What follows belongs to an exercise in optimizing a design on an open flow for small area and a short achievable clock period; a production flow would make more cautious choices.
At most, simulation tests tie the RTL to the original design; equivalence was not proved.
Only the layout flow was run in run 3; the RTL was not checked for function there.
No activity file was given, so power comes from the tool's default toggle rates.

File: design/flow/flow/abc_args.txt
File: design/flow/constraint.sdc
create_clock -name core_clock -period 9.0 [get_ports {clk_in}]
set_input_delay 1.8000 -clock core_clock [delete_from_list [all_inputs] [get_ports {clk_in}]]
set_output_delay 1.8000 -clock core_clock [all_outputs]
set_load 0.01 [all_outputs]
File: design/flow/flow/make_args.txt
ADDER_MAP_FILE=
BUFFER_PORTS_ARGS=-buffer_cell sky130_fd_sc_hd__buf_1
CTS_ARGS=-sink_clustering_enable -repair_clock_nets -dont_use_dummy_load -buf_list sky130_fd_sc_hd__clkbuf_16 -sink_clustering_size 26 -sink_clustering_max_diameter 70
File: design/flow/design.v
module bcd_to_7(
    input  [3:0] bcd,
    output reg [6:0] seg
    );
  always @(*) begin
    case (bcd)
      4'd0:  seg = 7'b0111111;
      4'd1:  seg = 7'b0000110;
      4'd2:  seg = 7'b1011011;
      4'd3:  seg = 7'b1001111;
      4'd4:  seg = 7'b1100110;
      4'd5:  seg = 7'b1101101;
      4'd6:  seg = 7'b1111101;
      4'd7:  seg = 7'b0000111;
      4'd8:  seg = 7'b1111111;
      4'd9:  seg = 7'b1101111;
      4'd10: seg = 7'b1110111;
      4'd11: seg = 7'b1111100;
      4'd12: seg = 7'b0111001;
      4'd13: seg = 7'b1011110;
      4'd14: seg = 7'b1111001;
      default: seg = 7'b1110001;
    endcase
  end
endmodule
module Microprocessor(
    input        clk_in,
    input        clr,
    input  [7:0] instruction,
    output [7:0] counter2,
    output [6:0] seg1,
    output [6:0] seg2,
    output [6:0] seg3,
    output [6:0] seg4,
    output [6:0] seg5,
    output [6:0] seg6
    );
  wire [1:0] op = instruction[7:6];
  wire [1:0] rs = instruction[5:4];
  wire [1:0] rt = instruction[3:2];
  wire [1:0] fi = instruction[1:0];
  wire [7:0] imm = {{6{fi[1]}}, fi};
  wire op_add  = (op == 2'b00);
  wire op_load = (op == 2'b01);
  wire op_st   = (op == 2'b10);
  wire op_br   = (op == 2'b11);
  reg [7:0] pc;
  reg [7:0] r0, r1, r2, r3;
  reg [7:0] mem [0:31];
  reg [7:0] ra, rb;
  always @(*) begin
    case (rs)
      2'd0: ra = r0;
      2'd1: ra = r1;
      2'd2: ra = r2;
      default: ra = r3;
    endcase
    case (rt)
      2'd0: rb = r0;
      2'd1: rb = r1;
      2'd2: rb = r2;
      default: rb = r3;
    endcase
  end
  wire [7:0] la  = ra + imm;
  wire [7:0] sum = ra + rb;
  wire [7:0] alu = op[0] ^ op[1] ? la : sum;
  wire [2:0] lo  = {1'b0, ra[1:0]} + {1'b0, fi};
  wire       c0  = lo[2];
  wire       cp1 = c0 & ~fi[1];
  wire       cz  = ~(c0 ^ fi[1]);
  wire       cm1 = ~c0 & fi[1];
  function [9:0] qdec(input [7:0] r);
    integer j;
    begin
      qdec[0] = (r[7:2] == 6'h3f);
      for (j = 0; j <= 8; j = j + 1)
        qdec[j+1] = (r[7:2] == j);
    end
  endfunction
  wire [9:0] q0 = qdec(r0);
  wire [9:0] q1 = qdec(r1);
  wire [9:0] q2 = qdec(r2);
  wire [9:0] q3 = qdec(r3);
  reg  [9:0] q;
  always @(*) begin
    case (rs)
      2'd0: q = q0;
      2'd1: q = q1;
      2'd2: q = q2;
      default: q = q3;
    endcase
  end
  genvar gi;
  wire [7:0] p2;    
  generate
    for (gi = 0; gi < 8; gi = gi + 1) begin : g_p2
      assign p2[gi] = (cz & q[gi+1]) | (cp1 & q[gi]) | (cm1 & q[gi+2]);
    end
  endgenerate
  wire [3:0] p1;    
  generate
    for (gi = 0; gi < 4; gi = gi + 1) begin : g_p1
      assign p1[gi] = (lo[1:0] == gi);
    end
  endgenerate
  reg [7:0] grp [0:7];
  reg [7:0] ld;
  integer g, j;
  always @(*) begin
    for (g = 0; g < 8; g = g + 1) begin
      grp[g] = 8'd0;
      for (j = 0; j < 4; j = j + 1)
        grp[g] = grp[g] | ({8{p1[j]}} & mem[4*g+j]);
    end
    ld = 8'd0;
    for (g = 0; g < 8; g = g + 1)
      ld = ld | ({8{p2[g]}} & grp[g]);
  end
  wire st_ok = op_st & (la[7:5] == 3'b000);
  reg [7:0] disp;
  always @(*) begin
    case (op)
      2'b00: disp = sum;
      2'b01: disp = ld;
      2'b10: disp = rb;
      default: disp = 8'd0;
    endcase
  end
  wire [7:0] value = op[0] ? ld : sum;
  wire [1:0] wreg = op[0] ? rt : fi;
  always @(posedge clk_in or posedge clr) begin
    if (clr) begin
      pc <= 8'd0;
      r0 <= 8'd0;
      r1 <= 8'd0;
      r2 <= 8'd0;
      r3 <= 8'd0;
    end else begin
      pc <= pc + (op_br ? imm : 8'd0) + 8'd1;
      if (~op[1] && wreg == 2'd0) r0 <= value;
      if (~op[1] && wreg == 2'd1) r1 <= value;
      if (~op[1] && wreg == 2'd2) r2 <= value;
      if (~op[1] && wreg == 2'd3) r3 <= value;
    end
  end
  generate
    for (gi = 0; gi < 32; gi = gi + 1) begin : g_mem
      localparam [7:0] RV = (gi < 16) ? gi : (8'd0 - (gi - 16));
      always @(posedge clk_in or posedge clr) begin
        if (clr)
          mem[gi] <= RV;
        else if (st_ok && la[4:0] == gi)
          mem[gi] <= rb;
      end
    end
  endgenerate
  assign counter2 = pc - 8'd1;
  bcd_to_7 u_seg1(.bcd(disp[7:4]), .seg(seg1));
  bcd_to_7 u_seg2(.bcd(disp[3:0]), .seg(seg2));
  bcd_to_7 u_seg3(.bcd(pc[7:4]),   .seg(seg3));
  bcd_to_7 u_seg4(.bcd(pc[3:0]),   .seg(seg4));
  bcd_to_7 u_seg5(.bcd(alu[7:4]),  .seg(seg5));
  bcd_to_7 u_seg6(.bcd(alu[3:0]),  .seg(seg6));
endmodule
File: design/flow/standard.sh
#!/bin/bash
# synth_recipe.tcl (not shown) runs the flow's synth.tcl, then flattens the netlist and writes it again
# the make line also repeats each setting of config.mk as NAME=value (left out here)
make -C /OpenROAD-flow-scripts/flow DESIGN_CONFIG=/design/flow/config.mk WORK_HOME=/design/flow/orfs CLKGATE_MAP_FILE= SYNTH_SCRIPT=/design/flow/synth_recipe.tcl "${@:-finish}"
File: design/flow/flow/resyn.abc
strash
&get -n
&st
&syn2
&dch
&nf -R 1000
&put
File: design/flow/config.mk
export PLATFORM = sky130hd
export DESIGN_NAME = Microprocessor
export DESIGN_NICKNAME = Microprocessor
export VERILOG_FILES = /design/flow/design.v
export SDC_FILE = /design/flow/constraint.sdc
export NUM_CORES = 4
export LEC_CHECK = 0
export CAP_MARGIN = 0
export CORE_MARGIN = 2
export CORE_UTILIZATION = 60
export SETUP_SLACK_MARGIN = 2.5
export SLEW_MARGIN = 0
export TNS_END_PERCENT = 10
File: design/flow/flow/gen_cells.py
# Writes a Verilog model of every combinational cell of a liberty file (its
# output functions as assigns), so yosys can re-map the combinational logic.
import re, sys
t = open(sys.argv[1]).read()
def block(s, start):
    d = 1; i = start
    while d:
        c = s[i]
        if c == '{': d += 1
        elif c == '}': d -= 1
        i += 1
    return s[start:i]
def conv(f):
    f = f.replace('!', '~')
    f = re.sub(r'(\w)\s+(?=[\w(~])', r'\1&', f)
    f = re.sub(r'\)\s+(?=[\w(~])', r')&', f)
    return f.replace('*', '&').replace('+', '|')
out = []
for m in re.finditer(r'\n\s*cell\s*\(\s*"?(\w+)"?\s*\)\s*\{', t):
    body = block(t, m.end())
    if re.search(r'\b(ff|latch|statetable)\s*\(', body):
        continue
    pins = []
    for pm in re.finditer(r'\n\s*pin\s*\(\s*"?(\w+)"?\s*\)\s*\{', body):
        pb = block(body, pm.end())
        dm = re.search(r'direction\s*:\s*"?(\w+)', pb)
        fm = re.search(r'\bfunction\s*:\s*"([^"]*)"', pb)
        pins.append((pm.group(1), dm.group(1) if dm else None, fm.group(1) if fm else None))
    outs = [p for p in pins if p[1] == 'output']
    ins = [p for p in pins if p[1] == 'input']
    if not outs or any(o[2] is None for o in outs):
        continue
    decl = ', '.join(['input ' + p[0] for p in ins] + ['output ' + p[0] for p in outs])
    s = 'module %s(%s);\n' % (m.group(1), decl)
    for o in outs:
        s += '  assign %s = %s;\n' % (o[0], conv(o[2]))
    out.append(s + 'endmodule\n')
sys.stdout.write(''.join(out))
File: design/flow/flow/run.sh
#!/bin/bash
# Layout flow: the standard synthesis, then the combinational logic is
# re-mapped by ABC (flip-flops untouched: same instances, names and cells),
# then the standard layout from floorplan to finish.
set -euo pipefail
W=$(pwd)
R=$W/orfs/results/sky130hd/Microprocessor/base
LIB=$FLOW_HOME/platforms/sky130hd/lib/sky130_fd_sc_hd__tt_025C_1v80.lib
EXTRA=()
[[ -f flow/make_args.txt ]] && mapfile -t EXTRA < flow/make_args.txt

bash standard.sh "${EXTRA[@]}" synth > synth_std.log 2>&1

# combinational cell models from the liberty file
python3 flow/gen_cells.py $LIB > comb_cells.v

DU=""
for c in $(sed -n '/DONT_USE_CELLS += /,/^#/p' $FLOW_HOME/platforms/sky130hd/config.mk | grep -o 'sky130_fd_sc_hd__[a-z0-9_]*'); do
  DU="$DU -dont_use $c"
done

cp $R/1_2_yosys.v $R/1_2_yosys_std.v
cat > resynth.ys <<EOY
read_verilog comb_cells.v
read_liberty -lib -ignore_redef $LIB
read_verilog $R/1_2_yosys_std.v
hierarchy -top $FLOW_TOP
flatten
hierarchy -top $FLOW_TOP
read_liberty -lib -ignore_redef $LIB
opt -purge
techmap
opt -fast
abc -script $W/flow/resyn.abc $(cat flow/abc_args.txt 2>/dev/null || true) -liberty $LIB $DU
opt_clean -purge
hilomap -singleton -hicell sky130_fd_sc_hd__conb_1 HI -locell sky130_fd_sc_hd__conb_1 LO
splitnets
opt_clean -purge
insbuf -buf sky130_fd_sc_hd__buf_4 A X
check -assert -mapped
tee -o resynth_stat.txt stat -liberty $LIB
write_verilog -noattr -noexpr -nohex -nodec $W/resynth_out.v
EOY
yosys -s resynth.ys > resynth.log 2>&1
cp $W/resynth_out.v $R/1_2_yosys.v
rm -f $R/1_synth.odb $R/1_synth.sdc

bash standard.sh "${EXTRA[@]}" finish > layout.log 2>&1
==> results of run 1 <==
layer usage:
metal	GRT usage [%]	vias to the layer above	part of all wire (%)
met5	0	-	0
met4	10.58	0	3.1
met3	8.302	109	11
met2	56.38	696	45
met1	51.90	6860	41
li1	-	6408	-
state kept, by name (all words and copies together) (netlist names):
signal	cells
r1	8
r3	8
mem	256
r0	8
r2	8
pc	8
worst max-delay path, delay by kind of cell:
kind | cells | cell delay (ns)
compound gates | 6 | 1.47
mux | 1 | 0.56
buf+inv | 6 | 0.96
simple gates | 6 | 0.77
cell usage in the layout, fill, tap and decap left out, types with 15 or more instances in the layout:
| cell | instances |
|---|---|
| nand2_1 | 419 |
| a222oi_1 | 33 |
| o22ai_1 | 32 |
| nand2b_1 | 15 |
| mux2_1 | 20 |
| nor2_1 | 132 |
| dfrtp_1 | 172 |
| clkbuf_16 | 19 |
| dfstp_2 | 124 |
| o21ai_0 | 299 |
| o221ai_1 | 24 |
| nor3_1 | 25 |
| a21oi_1 | 79 |
| xnor2_1 | 33 |
| buf_4 | 81 |
| buf_1 | 49 |
| nand3_1 | 19 |
per-stage QoR:
stage	utilization (%)	power, mW	setup slack (ns)	cell area [sq um]	hold WS (ns)
final	69.61	6.515	1.613	17380	0.4808
after global routing	69.61	6.925	1.455	17380	0.4978
after CTS	68.78	6.331	1.627	17170	0.4828
after detailed placement	64.39	5.277	0.6649	16070	0.4699
after global placement	64.39	5.207	0.6603	16070	0.4610
after floorplan	-	4.515	1.810	15440	0.4450
power groups by stage:
stage	Sequential, mW	Clock, mW	Combinational, mW
final	2.37	0.814	3.33
after global placement	2.37	0	2.84
after CTS	2.36	0.816	3.16
after floorplan	2.24	0	2.27
after global routing	2.43	0.867	3.63
after detailed placement	2.37	0	2.90
final timing paths:
check	start	to	slack (ns)
min in group asynchronous	clr	mem[10][4]$_DFFE_PP0P_	1.44
max in group asynchronous	clr	r0[2]$_DFFE_PP0P_	6.07
worst min-delay path	mem[31][4]$_DFFE_PP1P_	mem[31][4]$_DFFE_PP1P_	0.48
worst max-delay path	instruction[4]	seg2[0]	1.61
worst max register to register	r2[1]$_DFFE_PP0P_	r3[6]$_DFFE_PP0P_	4.89
worst min register to register	mem[31][4]$_DFFE_PP1P_	mem[31][4]$_DFFE_PP1P_	0.48
area by class of cell:
type                       instances  area (sq um)
sequential                       296          7562
multi-input combinational       1352          7775
tap                              330         412.9
inverter                          19         83.83
clock buffer                      19         475.5
timing repair buffer             153          1069
fill                            2023          7586
repair_timing:
action | in CTS | in global routing
cloned | 6 | 0
gates resized for setup | 58 | 21
pin swaps | 17 | 20
setup endpoints to repair | 28 | 28
hold buffers | 0 | 0
setup buffers | 38 | 16
==> run_results.csv, run 1 <==
group,metric,value,unit
routing,drc,0,
global_route,grt_max_degree,171,
synthesis,yosys_warnings,4,
floorplanning,start_util,60.62,%
routing,totalWireLength,48090,um
setup_path,end_kind,"primary output",
global_route,grt-ovfl-total,0,
worst_hold_path,hold_depth,2,
clocking,insertion_delay,0.55,ns
global_route,track_usage,36.48,%
clocking,htreeDepth,1,
clocking,clkTransAtPathRegs,0.06,ns
setup_path,crit_chain,"buf_8 -> mux4_2 -> nor2_4 -> nor2_4 -> buf_12 -> buf_4 -> o21ai_4 -> buf_4 -> o221ai_1 -> o22ai_1 -> nor4_1 -> nand2_1 -> a21boi_4 -> clkinv_2 -> and2_0 -> nand3b_1 -> o21ai_0 -> a21oi_1 -> clkbuf_2",
timing,finalCriticalPeriod,7.387,ns
floorplanning,pin_count,60,
routing,wl_per_cell,22.17,um
routing,dr.pass1.iters,6,
power_and_ir_drop,p_int,3.558,mW
power_and_ir_drop,ir_drop,0.2495,mV
clocking,clock_path_buffers,3,
final_layout,finalNonFillerCells,2169,
power_and_ir_drop,powerDensity,374.9,nW/um^2
clocking,cts_made_buffers,19,
run,max_cap_viol_count,0,
clocking,cts_root_buffer,"clkbuf_16",
global_route,grt_pass1_vias,13070,
clocking,clock-sinks,296,
worst_hold_path,worstHoldPathType,"reg2reg",
setup_path,slowest_stage,"mux4_2",
setup_path,required,7.20,ns
setup_path,r2r_cells,14,
final_layout,syn2layout_area_growth,14.84,%
synthesis,synth_area,15130,sq um
timing,worst_pin_slew,1.279,ns
timing,fin_tns_setup,0,ns
power_and_ir_drop,clock_power_share,12.5,%
global_route,antenna_found_initial,0,
power_and_ir_drop,p_sw,2.957,mW
place,io_buffers,59,
synthesis,netlist_instances,1711,
outcome,status,"timing/DRC/antenna clean",
timing,hold_viol_final,0,
synthesis,syn_nets,1721,
timing,rsz0062_at_grt,"yes",
floorplanning,core_area,24960,sq um
setup_path,worstSetupPathType,"in2out",
final_layout,nNetsFinal,1851,
power_and_ir_drop,leakagePower,6.806,nW
timing,finalClockSkew,0.07847,ns
setup_path,cp_max_fo,14,
floorplanning,die_y,162.8,um
floorplanning,die_area,26510,sq um
timing,slew-limit-headroom,14.31,%
timing,post-route-period-util,82.07,%
place,dpl.cell_count,2090,
floorplanning,die_w,162.8,um
routing,antenna_left,0,
timing,clock.fmax,135.4,MHz
floorplanning,rows,58,
routing,drtIter0Drc,1589,
final_layout,layout-drive-gt1-share,18.76,%
routing,viasPerCell,6.488,
setup_path,start_kind,"input pin",
power_and_ir_drop,pwr-share-comb,51.1,%
power_and_ir_drop,seqPwrFrac,36.4,%
clocking,cts_tree,"yes",
power_and_ir_drop,switching_share,45.38,%
global_route,grt_pass1_wl,75010,um
place,place.gp.congestion,0.9813,
timing,setup_viol,0,
setup_path,cpPeakStageDelay,0.56,ns
final_layout,antenna_cells,0,
timing,maxSlewViolCount,0,
place,place_hpwl,30660,um
setup_path,crit_arrival,5.59,ns
routing,via_count,14070,
synthesis,syn_area_per_cell,8.844,sq um
==> run 2, diff against run 1 <==
--- a/design/flow/config.mk
+++ b/design/flow/config.mk
@@ -8,6 +8,7 @@
 export CAP_MARGIN = 0
 export CORE_MARGIN = 2
 export CORE_UTILIZATION = 60
+export GPL_ROUTABILITY_DRIVEN = 0
 export SETUP_SLACK_MARGIN = 2.5
 export SLEW_MARGIN = 0
 export TNS_END_PERCENT = 10
==> run 2 against run 1 <==
  * Synthesized cell count is the same
  * Critical path depth fell by 1
  * Final area decreased by 0.19%
  * Worst hold slack improved by 0.0031 ns
  * Critical path type unchanged
  * Sequential power about the same
  * Synthesized area is the same
  * Clock skew increased by 0.015 ns
  * Highest routed layer unchanged
  * Critical endpoint is now seg2[2]
==> run_results.csv, run 2 <==
group,metric,value,unit
synthesis,yosys_warnings,4,
final_layout,largest_reg_flops,256,
power_and_ir_drop,powerDensity,375.2,nW/um^2
timing,fin_tns_setup,0,ns
power_and_ir_drop,pwr-share-comb,51.4,%
global_route,grt_pass1_vias,13060,
timing,maxSlewViolCount,0,
final_layout,final_common_cell,"nand2_1",
clocking,cts_hold_buf,0,
global_route,grt-ovfl-total,0,
setup_path,reg2reg_to,"r3[6]$_DFFE_PP0P_",
clocking,insertion_delay,0.55,ns
global_route,antenna_found_initial,0,
power_and_ir_drop,ir_drop,0.1914,mV
floorplanning,rows,58,
global_route,grt_max_degree,154,
timing,setup_viol,0,
clocking,htreeDepth,1,
setup_path,worstSetupPathType,"in2out",
routing,antenna_left,0,
timing,worst_pin_slew,1.250,ns
final_layout,antenna_cells,0,
routing,drc,0,
timing,clock.fmax,133.7,MHz
power_and_ir_drop,leakagePower,6.800,nW
synthesis,syn_area_per_cell,8.844,sq um
routing,totalWireLength,47650,um
final_layout,top_register,"mem",
setup_path,start_kind,"input pin",
worst_hold_path,worstHoldPathType,"reg2reg",
place,place_hpwl,30500,um
power_and_ir_drop,p_int,3.550,mW
setup_path,cp_max_fo,9,
power_and_ir_drop,clock_power_share,12.2,%
floorplanning,start_util,60.62,%
synthesis,syn_nets,1721,
clocking,cts_made_buffers,18,
setup_path,regToRegSetupSlack,4.88,ns
worst_hold_path,min_to,"mem[27][7]$_DFFE_PP1P_",
setup_path,crit_arrival,5.68,ns
setup_path,end_kind,"primary output",
routing,drtIter0Drc,1633,
setup_path,r2r_cells,12,
timing,rsz0062_at_grt,"yes",
worst_hold_path,min_from,"mem[27][7]$_DFFE_PP1P_",
synthesis,synth_area,15130,sq um
synthesis,netlist_instances,1711,
floorplanning,pin_count,60,
timing,finalCriticalPeriod,7.477,ns
place,io_buffers,59,
final_layout,layout_common_cells,"nand2_1 (420), o21ai_0 (299), dfrtp_1 (172)",
routing,dr.pass1.iters,6,
outcome,status,"timing/DRC/antenna clean",
global_route,track_usage,36.13,%
clocking,cts_tree,"yes",
routing,via_count,14030,
floorplanning,die_area,26510,sq um
final_layout,nNetsFinal,1855,
setup_path,reg2reg_from,"r0[1]$_DFFE_PP0P_",
power_and_ir_drop,switching_share,45.46,%
final_layout,syn2layout_area_growth,14.63,%
routing,viasPerCell,6.455,
final_layout,fill_cells,2019,
power_and_ir_drop,p_sw,2.958,mW
timing,hold_viol_final,0,
floorplanning,die_w,162.8,um
floorplanning,core_area,24960,sq um
routing,wl_per_cell,21.93,um
clocking,clock_path_buffers,3,
clocking,clkTransAtPathRegs,0.08,ns
final_layout,layout-drive-gt1-share,18.61,%
timing,slew-limit-headroom,16.26,%
clocking,clock-sinks,296,
timing,fin_hold_ws,0.4839,ns
timing,post-route-period-util,83.08,%
power_and_ir_drop,seqPwrFrac,36.5,%
global_route,grt_pass1_wl,74840,um
clocking,cts_root_buffer,"clkbuf_16",
floorplanning,die_y,162.8,um
timing,finalClockSkew,0.09316,ns
worst_hold_path,hold_depth,2,
setup_path,required,7.20,ns
run,max_cap_viol_count,0,
-- run 2: cell types whose count changed in the layout (fill, tap and decap cells not counted), moves of 2 or more --
cell / change
a21boi_1: +3
a21boi_2: -2
buf_12: -2
buf_4: +2
buf_6: +3
nor3_2: -2
o21ai_1: +3
o21ai_2: -3
-- run 2: layout make-up --
class	instances	area (sq um)	share of cell area, %
sequential	296	7562	43.60
inverter	19	86.33	0.4977
multi-input combinational	1353	7741	44.63
tap	330	412.9	2.380
clock buffer	18	450.4	2.597
timing repair buffer	157	1092	6.297
-- run 2: what timing repair did --
| action | 4_1_cts | 5_1_grt |
|---|---|---|
| pin swaps | 26 | 22 |
| setup endpoints to repair | 28 | 28 |
| resized for setup | 49 | 32 |
| cloned | 7 | 0 |
| setup buffers | 34 | 26 |
| hold endpoints to repair | 0 | 0 |
-- run 2: per-layer routing --
layer  track usage (%)  vias up  part of all wire, %
li1                  -     6421                    -
met1             52.26     6730                   42
met2             54.04      736                   44
met3             6.875      140                   10
met4             14.28        0                  4.1
met5                 0        -                    0
-- run 2: critical path, cell delays in order --
cell and delay (ns):
buf_8 0.09, mux4_2 0.56, nor2_4 0.19, nor2_4 0.10, buf_4 0.15, buf_6 0.13
a21o_4 0.26, buf_4 0.18, a222oi_1 0.39, a21oi_1 0.14, nor4_1 0.35, nand2_1 0.23
o21ai_4 0.13, o22ai_2 0.16, or2_4 0.34, o31ai_2 0.24, a21oi_1 0.10, clkbuf_2 0.14
-- run 2: worst max path at each step --
stage / start / to / slack (ns) / depth (start not counted)
CTS: instruction[4] / seg1[3] / 1.59 / 17
global placement: instruction[4] / seg2[6] / 0.75 / 16
finish: instruction[4] / seg2[2] / 1.52 / 18
global route: instruction[4] / seg2[2] / 1.41 / 19
detailed placement: instruction[4] / seg2[6] / 0.70 / 16
floorplan: instruction[4] / seg1[3] / 1.81 / 16
-- run 2: power by group through the flow --
stage	Combinational [mW]	Clock (mW)	Sequential (mW)
after global placement	2.84	0	2.38
final	3.34	0.791	2.37
after detailed placement	2.89	0	2.38
after floorplan	2.27	0	2.24
after CTS	3.13	0.792	2.36
after global routing	3.63	0.834	2.44
-- run 2: stage by stage --
step | util [%] | cell area, sq um | instances | total power [mW] | setup slack [ns]
2_1_floorplan | - | 15440 | 1711 | 4.515 | 1.810
3_3_place_gp | 64.28 | 16050 | 2088 | 5.219 | 0.7461
3_5_place_dp | 64.28 | 16050 | 2088 | 5.273 | 0.7027
4_1_cts | 68.16 | 17020 | 2147 | 6.290 | 1.589
5_1_grt | 69.48 | 17350 | 2173 | 6.910 | 1.411
6_report | 69.48 | 17350 | 2173 | 6.508 | 1.523
==> run 3, diff against run 2 <==
--- a/design/flow/design.v
+++ b/design/flow/design.v
@@ -147,12 +147,14 @@
   generate
     for (gi = 0; gi < 32; gi = gi + 1) begin : g_mem
       localparam [7:0] RV = (gi < 16) ? gi : (8'd0 - (gi - 16));
+      reg [7:0] mx;
       always @(posedge clk_in or posedge clr) begin
         if (clr)
-          mem[gi] <= RV;
+          mx <= 8'd0;
         else if (st_ok && la[4:0] == gi)
-          mem[gi] <= rb;
+          mx <= rb ^ RV;
       end
+      always @(*) mem[gi] = mx ^ RV;
     end
   endgenerate
   assign counter2 = pc - 8'd1;
--- a/design/flow/config.mk
+++ b/design/flow/config.mk
@@ -8,7 +8,6 @@
 export CAP_MARGIN = 0
 export CORE_MARGIN = 2
 export CORE_UTILIZATION = 60
-export GPL_ROUTABILITY_DRIVEN = 0
 export SETUP_SLACK_MARGIN = 2.5
 export SLEW_MARGIN = 0
 export TNS_END_PERCENT = 10
==> run 3 against run 2 <==
  * Flip-flop and latch count did not move
  * Count of clock-buffer cells in the layout did not move
  * Sequential share of layout area fell by 0.99 points
  * Worst hold slack barely moved
  * Clock skew fell by 0.034 ns
  * Final cell count barely moved
  * Final area rose by 0.22%
==> run_results.csv, run 3 <==
group,metric,value,unit
synthesis,syn_nets,1720,
routing,antenna_left,0,
timing,slew-limit-headroom,26.79,%
synthesis,netlist_instances,1710,
power_and_ir_drop,p_sw,3.195,mW
place,io_buffers,59,
power_and_ir_drop,pwr-share-comb,56.2,%
worst_hold_path,worstHoldPathType,"reg2reg",
floorplanning,die_w,162.5,um
global_route,grt_pass1_vias,13140,
power_and_ir_drop,leakagePower,7.308,nW
place,place_area,15860,sq um
global_route,grt_pass1_wl,75380,um
clocking,clock-sinks,296,
setup_path,required,7.20,ns
clocking,insertion_delay,0.53,ns
global_route,track_usage,36.89,%
place,place.gp.congestion,1.016,
final_layout,antenna_cells,0,
final_layout,syn2layout_area_growth,15.30,%
clocking,clock_path_buffers,3,
floorplanning,start_util,60.57,%
synthesis,syn_area_per_cell,8.816,sq um
final_layout,finalNonFillerCells,2172,
final_layout,finalInstanceArea,17380,sq um
clocking,clkTransAtPathRegs,0.09,ns
power_and_ir_drop,clock_power_share,11.6,%
run,max_cap_viol_count,0,
floorplanning,rows,58,
timing,finalCriticalPeriod,7.510,ns
setup_path,crit_arrival,5.71,ns
worst_hold_path,hold_depth,2,
floorplanning,pin_count,60,
power_and_ir_drop,seqPwrFrac,32.3,%
setup_path,reg2reg_from,"r2[1]$_DFFE_PP0P_",
routing,viasPerCell,6.472,
timing,fin_tns_setup,0,ns
power_and_ir_drop,ir_drop,0.2650,mV
setup_path,start_kind,"input pin",
timing,setup_viol,0,
timing,clock.fmax,133.2,MHz
synthesis,yosys_warnings,4,
routing,totalWireLength,49260,um
timing,hold_viol_final,0,
routing,dr.pass1.iters,6,
routing,drtIter0Drc,1697,
final_layout,fill_cells,1945,
timing,rsz0062_at_grt,"yes",
timing,worst_pin_slew,1.098,ns
routing,via_count,14060,
setup_path,reg2reg_to,"g_mem[12].mx[2]$_DFFE_PP0P_",
setup_path,r2r_cells,10,
setup_path,regToRegSetupSlack,4.65,ns
worst_hold_path,min_from,"g_mem[18].mx[6]$_DFFE_PP0P_",
clocking,cts_made_buffers,18,
timing,fin_hold_ws,0.4837,ns
final_layout,top_register,"g_mem.mx",
final_layout,largest_reg_flops,256,
final_layout,final_common_cell,"nand2_1",
timing,maxSlewViolCount,0,
clocking,cts_root_buffer,"clkbuf_16",
place,dpl.cell_count,2098,
synthesis,synth_area,15080,sq um
outcome,status,"timing/DRC/antenna clean",
clocking,cts_tree,"yes",
clocking,cts_hold_buf,0,
setup_path,worstSetupPathType,"in2out",
power_and_ir_drop,p_int,3.586,mW
global_route,grt_max_degree,189,
timing,post-route-period-util,83.44,%
setup_path,cp_max_fo,15,
floorplanning,die_area,26410,sq um
floorplanning,die_y,162.5,um
clocking,htreeDepth,1,
power_and_ir_drop,switching_share,47.11,%
floorplanning,core_area,24890,sq um
timing,finalClockSkew,0.05932,ns
final_layout,layout-drive-gt1-share,13.14,%
setup_path,cp-startpoint,"instruction[4]",
setup_path,end_kind,"primary output",
place,place_hpwl,32170,um
power_and_ir_drop,powerDensity,390.1,nW/um^2
routing,wl_per_cell,22.68,um
global_route,grt-ovfl-total,0,
final_layout,nNetsFinal,1854,
global_route,antenna_found_initial,1,
final_layout,layout_common_cells,"nand2_1 (406), o21ai_0 (302), dfrtp_1 (296)",
worst_hold_path,min_to,"g_mem[18].mx[6]$_DFFE_PP0P_",
routing,drc,0,
## run 3: changes by cell type in the layout (fill, tap and decap cells not counted), sizes merged, moves of 8 or more
cell    previous run  this run
nor2             138       125
nor4              16         7
o221ai            30        14
a21oi             87        77
a31oi             10        20
dfrtp            172       296
nand2            428       419
a222oi            33         7
a21o              11         3
mux2              20        29
dfstp            124         0
xnor2             33        43
o22ai             34        54
## run 3: layout make-up
| cell class | instances | area (sq um) | area share, % |
|---|---|---|---|
| clock buffer | 18 | 450.4 | 2.591 |
| inverter | 15 | 63.81 | 0.3671 |
| multi-input combinational | 1350 | 7889 | 45.38 |
| sequential | 296 | 7407 | 42.61 |
| tap | 330 | 412.9 | 2.375 |
| timing repair buffer | 163 | 1160 | 6.672 |
## run 3: power by group through the flow
stage	clock network (mW)	registers, mW	logic (mW)
floorplan	0	2.09	2.43
global placement	0	2.18	3.13
detailed placement	0	2.19	3.18
CTS	0.793	2.17	3.43
global route	0.833	2.24	4.09
finish	0.785	2.19	3.81
## run 3: worst max-delay path by stage
stage	endpoint	slack [ns]	cells after the start
2_1_floorplan	seg2[0]	1.21	16
3_3_place_gp	seg2[0]	0.46	18
3_5_place_dp	seg1[0]	0.53	19
4_1_cts	seg2[0]	1.40	20
5_1_grt	seg1[1]	1.34	22
6_report	seg1[1]	1.49	18
## run 3: critical path, stage by stage
cell,delay [ns]
buf_8,0.08
buf_6,0.10
mux4_2,0.62
xnor2_4,0.22
buf_12,0.16
a21o_4,0.23
buf_4,0.13
bufbuf_16,0.29
a222oi_1,0.48
a21oi_1,0.25
nor4_4,0.41
nor2_1,0.11
a21oi_2,0.17
nand2b_4,0.19
nand3_2,0.07
a21oi_1,0.18
a21oi_1,0.08
clkbuf_2,0.13
## run 3: routing by layer
metal  wire length, um  vias to the layer above  global-route usage (%)  part of all wire (%)
met5                 0                        -                       0                     0
met4              2160                        0                   13.84                   4.4
met3              5319                      179                   8.505                    11
met2             22060                      779                   57.20                    45
met1             19720                     6723                   51.09                    40
li1                  -                     6377                       -                     -
## run 3: stage by stage
stage	power, mW	util (%)	worst slack, ns
after floorplan	4.511	-	1.212
final	6.781	69.84	1.490
after detailed placement	5.379	63.72	0.5305
after global placement	5.309	63.72	0.4572
after CTS	6.394	67.48	1.403
after global routing	7.161	69.84	1.336
## run 3: repair_timing
| item | in CTS | in global routing |
|---|---|---|
| endpoints found under the hold margin | 0 | 0 |
| pin swaps | 18 | 29 |
| setup endpoints to repair | 28 | 28 |
| setup buffers | 26 | 27 |
| cloned | 2 | 1 |
| gates resized for setup | 65 | 98 |
==> run 4, diff against run 3 <==
--- a/design/flow/design.v
+++ b/design/flow/design.v
@@ -147,14 +147,12 @@
   generate
     for (gi = 0; gi < 32; gi = gi + 1) begin : g_mem
       localparam [7:0] RV = (gi < 16) ? gi : (8'd0 - (gi - 16));
-      reg [7:0] mx;
       always @(posedge clk_in or posedge clr) begin
         if (clr)
-          mx <= 8'd0;
+          mem[gi] <= RV;
         else if (st_ok && la[4:0] == gi)
-          mx <= rb ^ RV;
+          mem[gi] <= rb;
       end
-      always @(*) mem[gi] = mx ^ RV;
     end
   endgenerate
   assign counter2 = pc - 8'd1;
==> design/flow/flow/make_args.txt (replaced) <==
ADDER_MAP_FILE=
BUFFER_PORTS_ARGS=-buffer_cell sky130_fd_sc_hd__buf_1
CTS_ARGS=-sink_clustering_enable -repair_clock_nets -dont_use_dummy_load -buf_list sky130_fd_sc_hd__clkbuf_16 -sink_clustering_size 20 -sink_clustering_max_diameter 60
==> run 4 against run 3 <==
  * Synthesized cell count about the same
  * Maximum frequency up 0.17%
  * Count of clock-buffer cells in the layout up 8
  * Combinational power down 12%
  * Die area up 0.37%
  * Core utilization up 0.39 points
  * Synthesized area up 0.37%
  * Wire length down 1.5%
  * First-iteration DRC count up 9.5%
  * Critical path type unchanged
  * Critical endpoint is now seg2[0]
  * Largest power group unchanged
==> run_results.csv, run 4 <==
group,metric,value,unit
outcome,status,"timing/DRC/antenna clean",
synthesis,syn_area_per_cell,8.844,sq um
clocking,cts_made_buffers,26,
synthesis,synth_area,15130,sq um
final_layout,register_area,7562,sq um
routing,totalWireLength,48530,um
clocking,cts_root_buffer,"clkbuf_16",
power_and_ir_drop,pwr-share-comb,50.2,%
setup_path,r2r_cells,14,
timing,setup_viol,0,
synthesis,yosys_warnings,4,
setup_path,crit_arrival,5.70,ns
timing,maxSlewViolCount,0,
synthesis,netlist_instances,1711,
setup_path,endpoint,"seg2[0]",
setup_path,worstSetupPathType,"in2out",
setup_path,reg2reg_from,"r2[1]$_DFFE_PP0P_",
final_layout,layout-drive-gt1-share,18.85,%
setup_path,crit_chain,"buf_8 -> mux4_2 -> and2_4 -> buf_4 -> or2_1 -> buf_4 -> nand2_1 -> a21oi_1 -> a221oi_1 -> nor2_1 -> nor3_1 -> nand2_1 -> a21boi_4 -> nand2b_1 -> nand2b_1 -> o21ai_0 -> a21oi_1 -> clkbuf_2",
worst_hold_path,worstHoldPathType,"reg2reg",
power_and_ir_drop,p_int,3.698,mW
final_layout,layout_common_cells,"nand2_1 (419), o21ai_0 (298), dfrtp_1 (172)",
final_layout,top_register,"mem",
run,max_cap_viol_count,0,
final_layout,largest_reg_flops,256,
floorplanning,start_util,60.62,%
routing,drc,0,
final_layout,syn2layout_area_growth,15.85,%
clocking,cts_tree,"yes",
timing,hold_viol_final,0,
power_and_ir_drop,seqPwrFrac,35.4,%
clocking,clock_path_buffers,3,
setup_path,cp_max_fo,13,
floorplanning,die_y,162.8,um
power_and_ir_drop,clock_power_share,14.4,%
final_layout,nNetsFinal,1848,
routing,via_count,14120,
final_layout,final_common_cell,"nand2_1",
setup_path,regToRegSetupSlack,4.77,ns
timing,worst_pin_slew,1.259,ns
routing,antenna_left,0,
power_and_ir_drop,ir_drop,0.2539,mV
place,place_hpwl,30660,um
final_layout,fill_cells,1992,
clocking,clock-sinks,296,
floorplanning,rows,58,
timing,rsz0062_at_grt,"yes",
timing,finalClockSkew,0.05751,ns
routing,dr.pass1.iters,7,
global_route,antenna_found_initial,0,
floorplanning,core_area,24960,sq um
setup_path,cp-startpoint,"instruction[4]",
clocking,cts_hold_buf,0,
final_layout,antenna_cells,0,
place,place.gp.congestion,0.9813,
power_and_ir_drop,leakagePower,6.849,nW
setup_path,cp_top_family,"simple AND/OR/NAND/NOR gates",
setup_path,reg2reg_to,"r3[6]$_DFFE_PP0P_",
global_route,grt_max_degree,171,
floorplanning,die_area,26510,sq um
power_and_ir_drop,powerDensity,382.6,nW/um^2
timing,finalCriticalPeriod,7.497,ns
place,dpl_worst_slack,0.6649,ns
timing,clock.fmax,133.4,MHz
final_layout,finalInstanceArea,17530,sq um
setup_path,slowest_stage,"mux4_2",
setup_path,cpPeakStageDelay,0.56,ns
final_layout,multi_input_area,7815,sq um
power_and_ir_drop,switching_share,44.86,%
setup_path,end_kind,"primary output",
routing,drtIter0Drc,1859,
global_route,grt_pass1_wl,75600,um
setup_path,required,7.20,ns
global_route,track_usage,36.74,%
global_route,grt-ovfl-total,0,
timing,slew-limit-headroom,15.67,%
floorplanning,die_w,162.8,um
global_route,grt_pass1_vias,13110,
routing,viasPerCell,6.521,
clocking,insertion_delay,0.56,ns
synthesis,syn_nets,1721,
routing,wl_per_cell,22.41,um
timing,post-route-period-util,83.30,%
power_and_ir_drop,p_sw,3.009,mW
setup_path,worstSetupPathDepth,18,
clocking,htreeDepth,1,
final_layout,fin_util,70.22,%
timing,final.setup.worst_slack,1.503,ns
setup_path,start_kind,"input pin",
timing,fin_tns_setup,0,ns
place,place_area,16070,sq um
floorplanning,pin_count,60,
place,io_buffers,59,
setup_path,critPathBufInv,4,
clocking,clkTransAtPathRegs,0.04,ns
-- run 4: through the flow --
stage,hold WS [ns],power [mW],instances
6_report,0.4785,6.707,2166
5_1_grt,0.4946,7.108,2166
4_1_cts,0.4805,6.525,2157
3_5_place_dp,0.4699,5.277,2090
3_3_place_gp,0.4610,5.207,2090
2_1_floorplan,0.4450,4.515,1711
-- run 4: power groups by stage --
stage | Combinational, mW | Sequential (mW) | Clock [mW]
after floorplan | 2.27 | 2.24 | 0
after global placement | 2.84 | 2.37 | 0
after detailed placement | 2.90 | 2.37 | 0
after CTS | 3.19 | 2.36 | 0.975
after global routing | 3.65 | 2.44 | 1.02
final | 3.37 | 2.37 | 0.968
-- run 4: final cells by class --
class,count,share of cell area (%)
flip-flops and latches,296,43.14
repair buffers,142,5.724
multi-input cells,1353,44.58
inverters,19,0.4925
well taps,330,2.355
clock buffers,26,3.711
-- run 4: repair_timing --
action / CTS / global route
pin swaps: 22 / 21
cloned: 7 / 0
setup endpoints to repair: 28 / 28
setup buffers: 34 / 9
gates resized for setup: 55 / 35
hold endpoints to repair: 0 / 0
-- run 4: worst min path at each step --
| stage | start | endpoint | slack (ns) | cells after the start |
|---|---|---|---|---|
| after CTS | mem[10][3]$_DFFE_PP1P_ | mem[10][3]$_DFFE_PP1P_ | 0.48 | 2 |
| after global routing | mem[9][4]$_DFFE_PP0P_ | mem[9][4]$_DFFE_PP0P_ | 0.49 | 2 |
| after detailed placement | mem[9][4]$_DFFE_PP0P_ | mem[9][4]$_DFFE_PP0P_ | 0.47 | 2 |
| after floorplan | mem[11][2]$_DFFE_PP0P_ | mem[11][2]$_DFFE_PP0P_ | 0.44 | 2 |
| final | mem[13][7]$_DFFE_PP0P_ | mem[13][7]$_DFFE_PP0P_ | 0.48 | 2 |
| after global placement | mem[9][7]$_DFFE_PP0P_ | mem[9][7]$_DFFE_PP0P_ | 0.46 | 2 |
-- run 4: worst min-delay path, delay by kind of cell, from the launching register on --
kind               cells  cell delay, ns
AOI/OAI and AO/OA      1            0.06
DFF                    1            0.33
and+or+nand+nor        1            0.04
-- run 4: routing by layer --
layer  up-vias  global-route usage [%]  wire [um]
li1       6395                       -          -
met1      6905                   52.27      19820
met2       697                   57.15      21920
met3       127                   7.690       4983
met4         0                   10.90       1808
met5         -                       0          0
==> run 5, diff against run 4 <==
==> design/flow/flow/abc_args.txt (replaced) <==
 -dont_use sky130_fd_sc_hd__or3_1 -dont_use sky130_fd_sc_hd__or3_2 -dont_use sky130_fd_sc_hd__or3_4 -dont_use sky130_fd_sc_hd__or4_1 -dont_use sky130_fd_sc_hd__or4_2 -dont_use sky130_fd_sc_hd__or4_4 -dont_use sky130_fd_sc_hd__nor4_1 -dont_use sky130_fd_sc_hd__nor4_2 -dont_use sky130_fd_sc_hd__nor4_4 -dont_use sky130_fd_sc_hd__mux4_1 -dont_use sky130_fd_sc_hd__mux4_2 -dont_use sky130_fd_sc_hd__mux4_4 -dont_use sky130_fd_sc_hd__or2_0 -dont_use sky130_fd_sc_hd__or3b_1 -dont_use sky130_fd_sc_hd__or3b_2 -dont_use sky130_fd_sc_hd__or3b_4 -dont_use sky130_fd_sc_hd__or4b_1 -dont_use sky130_fd_sc_hd__or4b_2 -dont_use sky130_fd_sc_hd__or4b_4 -dont_use sky130_fd_sc_hd__or4bb_1 -dont_use sky130_fd_sc_hd__or4bb_2 -dont_use sky130_fd_sc_hd__or4bb_4
==> design/flow/flow/make_args.txt (replaced) <==
ADDER_MAP_FILE=
BUFFER_PORTS_ARGS=-buffer_cell sky130_fd_sc_hd__buf_1
CTS_ARGS=-sink_clustering_enable -repair_clock_nets -dont_use_dummy_load -buf_list sky130_fd_sc_hd__clkbuf_16 -sink_clustering_size 26 -sink_clustering_max_diameter 70
==> run 5 against run 4 <==
  * Still clean on timing, DRC and antenna
  * Clock power is 16% lower
  * Global-route usage is 1.3 points higher
  * Worst hold slack better by 0.0024 ns
  * First-iteration DRC count shrank 2.6%
  * Sequential share of layout area fell by 1.9 points
  * Setup slack better by 0.20 ns
  * Die area is 0.44% higher
  * Non-clock buffer count is 60 higher
  * Flip-flop and latch count unchanged
  * Synthesized cell count rose by 1.8%
  * Register-to-register slack improved by 0.14 ns
  * Largest cell class unchanged
  * Largest power group unchanged
==> run_results.csv, run 5 <==
group,metric,value,unit
timing,finalClockSkew,0.06844,ns
floorplanning,start_util,60.71,%
floorplanning,die_w,163.2,um
worst_hold_path,worstHoldPathType,"reg2reg",
final_layout,top_register,"mem",
clocking,clkTransAtPathRegs,0.07,ns
timing,rsz0062_at_grt,"yes",
power_and_ir_drop,p_total,6.092,mW
routing,wl_per_cell,22.50,um
setup_path,worstSetupPathType,"in2out",
place,place.gp.congestion,0.9252,
place,io_buffers,59,
power_and_ir_drop,ir_drop,0.2463,mV
final_layout,fill_cells,1894,
clocking,htreeDepth,1,
routing,viasPerCell,6.508,
setup_path,cpPeakStageDelay,0.52,ns
final_layout,antenna_cells,0,
global_route,grt_pass1_wl,77990,um
run,max_cap_viol_count,0,
power_and_ir_drop,p_sw,2.608,mW
clocking,clock-sinks,296,
routing,drtIter0Drc,1811,
clocking,cts_tree,"yes",
place,place_hpwl,30890,um
synthesis,syn_nets,1751,
power_and_ir_drop,clock_power_share,13.4,%
synthesis,yosys_warnings,4,
power_and_ir_drop,powerDensity,332.4,nW/um^2
setup_path,slowest_stage,"a222oi_1",
synthesis,netlist_instances,1741,
clocking,clock_path_buffers,3,
floorplanning,die_area,26620,sq um
synthesis,syn_area_per_cell,8.731,sq um
clocking,cts_hold_buf,0,
timing,worst_pin_slew,1.237,ns
routing,antenna_left,0,
floorplanning,die_y,163.2,um
final_layout,layout-drive-gt1-share,22.92,%
final_layout,nNetsFinal,1932,
timing,clock.fmax,137.1,MHz
final_layout,register_area,7562,sq um
clocking,cts_made_buffers,19,
setup_path,crit_chain,"buf_12 -> buf_8 -> nor2_4 -> nor2_4 -> o21ai_4 -> o21ai_4 -> or2_4 -> and2_4 -> o21a_4 -> buf_12 -> buf_12 -> a222oi_1 -> a21oi_2 -> a211oi_2 -> nand2_1 -> o21ai_4 -> nand2b_4 -> nand2b_1 -> nor2_1 -> a211oi_1 -> clkbuf_2",
global_route,antenna_found_initial,0,
setup_path,start_kind,"input pin",
floorplanning,rows,58,
timing,setup_viol,0,
power_and_ir_drop,seqPwrFrac,37.8,%
global_route,track_usage,38.05,%
outcome,status,"timing/DRC/antenna clean",
power_and_ir_drop,pwr-share-comb,48.8,%
final_layout,layout_common_cells,"nor2_1 (349), a21oi_1 (264), nand2_1 (207)",
routing,dr.pass1.iters,8,
timing,slew-limit-headroom,17.50,%
timing,post-route-period-util,81.03,%
setup_path,cp_top_family,"compound AO/OA/AOI/OAI gates",
clocking,cts_root_buffer,"clkbuf_16",
routing,totalWireLength,50630,um
routing,via_count,14640,
setup_path,critPathBufInv,5,
timing,maxSlewViolCount,0,
final_layout,largest_reg_flops,256,
synthesis,synth_area,15200,sq um
timing,fin_tns_setup,0,ns
setup_path,end_kind,"primary output",
final_layout,final_common_cell,"nor2_1",
global_route,grt_max_degree,166,
place,dpl.cell_count,2123,
timing,fin_hold_ws,0.4808,ns
power_and_ir_drop,p_int,3.484,mW
timing,hold_viol_final,0,
power_and_ir_drop,switching_share,42.81,%
power_and_ir_drop,leakagePower,7.329,nW
final_layout,multi_input_area,8209,sq um
global_route,grt-ovfl-total,0,
final_layout,syn2layout_area_growth,20.54,%
setup_path,required,7.20,ns
setup_path,cp_max_fo,8,
routing,drc,0,
floorplanning,core_area,25040,sq um
global_route,grt_pass1_vias,13530,
floorplanning,pin_count,60,
clocking,insertion_delay,0.54,ns
timing,finalCriticalPeriod,7.293,ns
final_layout,finalNonFillerCells,2250,
setup_path,crit_arrival,5.49,ns
-- run 5: cell count changes in the layout (fill, tap and decap cells not counted), moves of 7 or more --
| cell | delta |
|---|---|
| a21oi_1 | +186 |
| buf_1 | -7 |
| buf_4 | +54 |
| nand2_1 | -212 |
| nor2_1 | +219 |
| nor4_1 | -13 |
| o21ai_0 | -195 |
-- run 5: worst paths after layout --
kind                                              from                     end  slack (ns)  depth (start not counted)
worst min-delay path            mem[29][1]$_DFFE_PP1P_  mem[29][1]$_DFFE_PP1P_        0.48                          2
worst min register to register  mem[29][1]$_DFFE_PP1P_  mem[29][1]$_DFFE_PP1P_        0.48                          2
worst max-delay path                    instruction[4]                 seg2[0]        1.71                         21
max in group asynchronous                          clr   mem[8][4]$_DFFE_PP0P_        6.40                          3
worst max register to register       r2[0]$_DFFE_PP0P_       r3[7]$_DFFE_PP0P_        4.91                         21
min in group asynchronous                          clr       r1[0]$_DFFE_PP0P_        1.31                          2
-- run 5: power groups by stage --
stage	Combinational (mW)	Sequential, mW	Clock [mW]
2_1_floorplan	1.94	2.20	0
3_3_place_gp	2.36	2.30	0
3_5_place_dp	2.43	2.31	0
4_1_cts	2.78	2.29	0.825
5_1_grt	3.20	2.37	0.867
6_report	2.97	2.31	0.816
-- run 5: worst register-to-register path, stage by stage (launching register included) --
cell	delay, ns
dfrtp_1	0.44
o21ai_1	0.18
o21ai_2	0.12
buf_6	0.15
nand2b_4	0.07
nand2_1	0.06
nand2_1	0.10
o21ai_2	0.09
maj3_2	0.32
maj3_2	0.33
maj3_2	0.37
o21ai_4	0.15
o21ai_1	0.09
nor2_1	0.09
o22a_1	0.24
buf_6	0.14
xor2_4	0.07
buf_4	0.17
buf_4	0.12
nor2_1	0.26
nor2_1	0.07
mux2_1	0.29
-- run 5: cell type report --
type	count	share of cell area [%]
inverters	13	0.4985
repair buffers	202	8.583
multi-input cells	1390	44.80
well taps	330	2.253
flip-flops and latches	296	41.27
clock buffers	19	2.595
-- run 5: routing by layer --
metal | vias up | share of wire, % | global-route usage (%)
met3 | 183 | 9.7 | 8.380
met1 | 7016 | 41 | 52.57
met4 | 0 | 5.6 | 18.62
met2 | 809 | 44 | 57.12
met5 | - | 0 | 0
li1 | 6635 | - | -
-- run 5: repair_timing --
item,in CTS,in global routing
pin swaps,59,39
buffers inserted,74,25
resized for setup,115,45
setup endpoints to repair,28,28
cloned,8,1
-- run 5: metrics by stage --
stage                     utilization, %  instance area (sq um)  worst slack [ns]
final                              73.19                  18320             1.707
after global routing               73.19                  18320             1.580
after CTS                          71.55                  17910             1.816
after detailed placement           64.85                  16240            0.5336
after global placement             64.85                  16240            0.5959
after floorplan                        -                  15550             1.530

==> afterwards: timing with drivers on the ports <==
The results above use ideal ports. As a check the final layouts listed here were re-extracted and re-timed, cells and wires unchanged. Step 1: set_driving_cell puts a clkbuf_16 on clk_in and a buf_2 on each other input, an assumption about the parent block. Step 2 adds t to the input delays and takes it off the output delays; t is the mean of the earliest and latest rising clock arrival at the registers after step 1. Input paths then give back, and output paths get back, about the clock's delay inside the block. a / b / c = no drivers / after step 1 / after step 2; a / b = the first two.
run | t (ns) | slack for setup (ns) | worst setup path at the end | clock arrival spread, ns
run 1 | 0.558 | 1.613 / 1.564 / 1.564 | input to output | 0.079 / 0.080
run 2 | 0.556 | 1.523 / 1.464 / 1.464 | input to output | 0.093 / 0.093
run 3 | 0.552 | 1.490 / 1.440 / 1.440 | input to output | 0.059 / 0.059
run 4 | 0.582 | 1.503 / 1.454 / 1.454 | input to output | 0.060 / 0.059
run 5 | 0.561 | 1.707 / 1.627 / 1.627 | input to output | 0.068 / 0.069
After both steps every run listed still meets setup and hold. For run 5, which loses most, drivers alone change the setup slack by -0.080 ns; drivers and shift together by -0.080 ns.
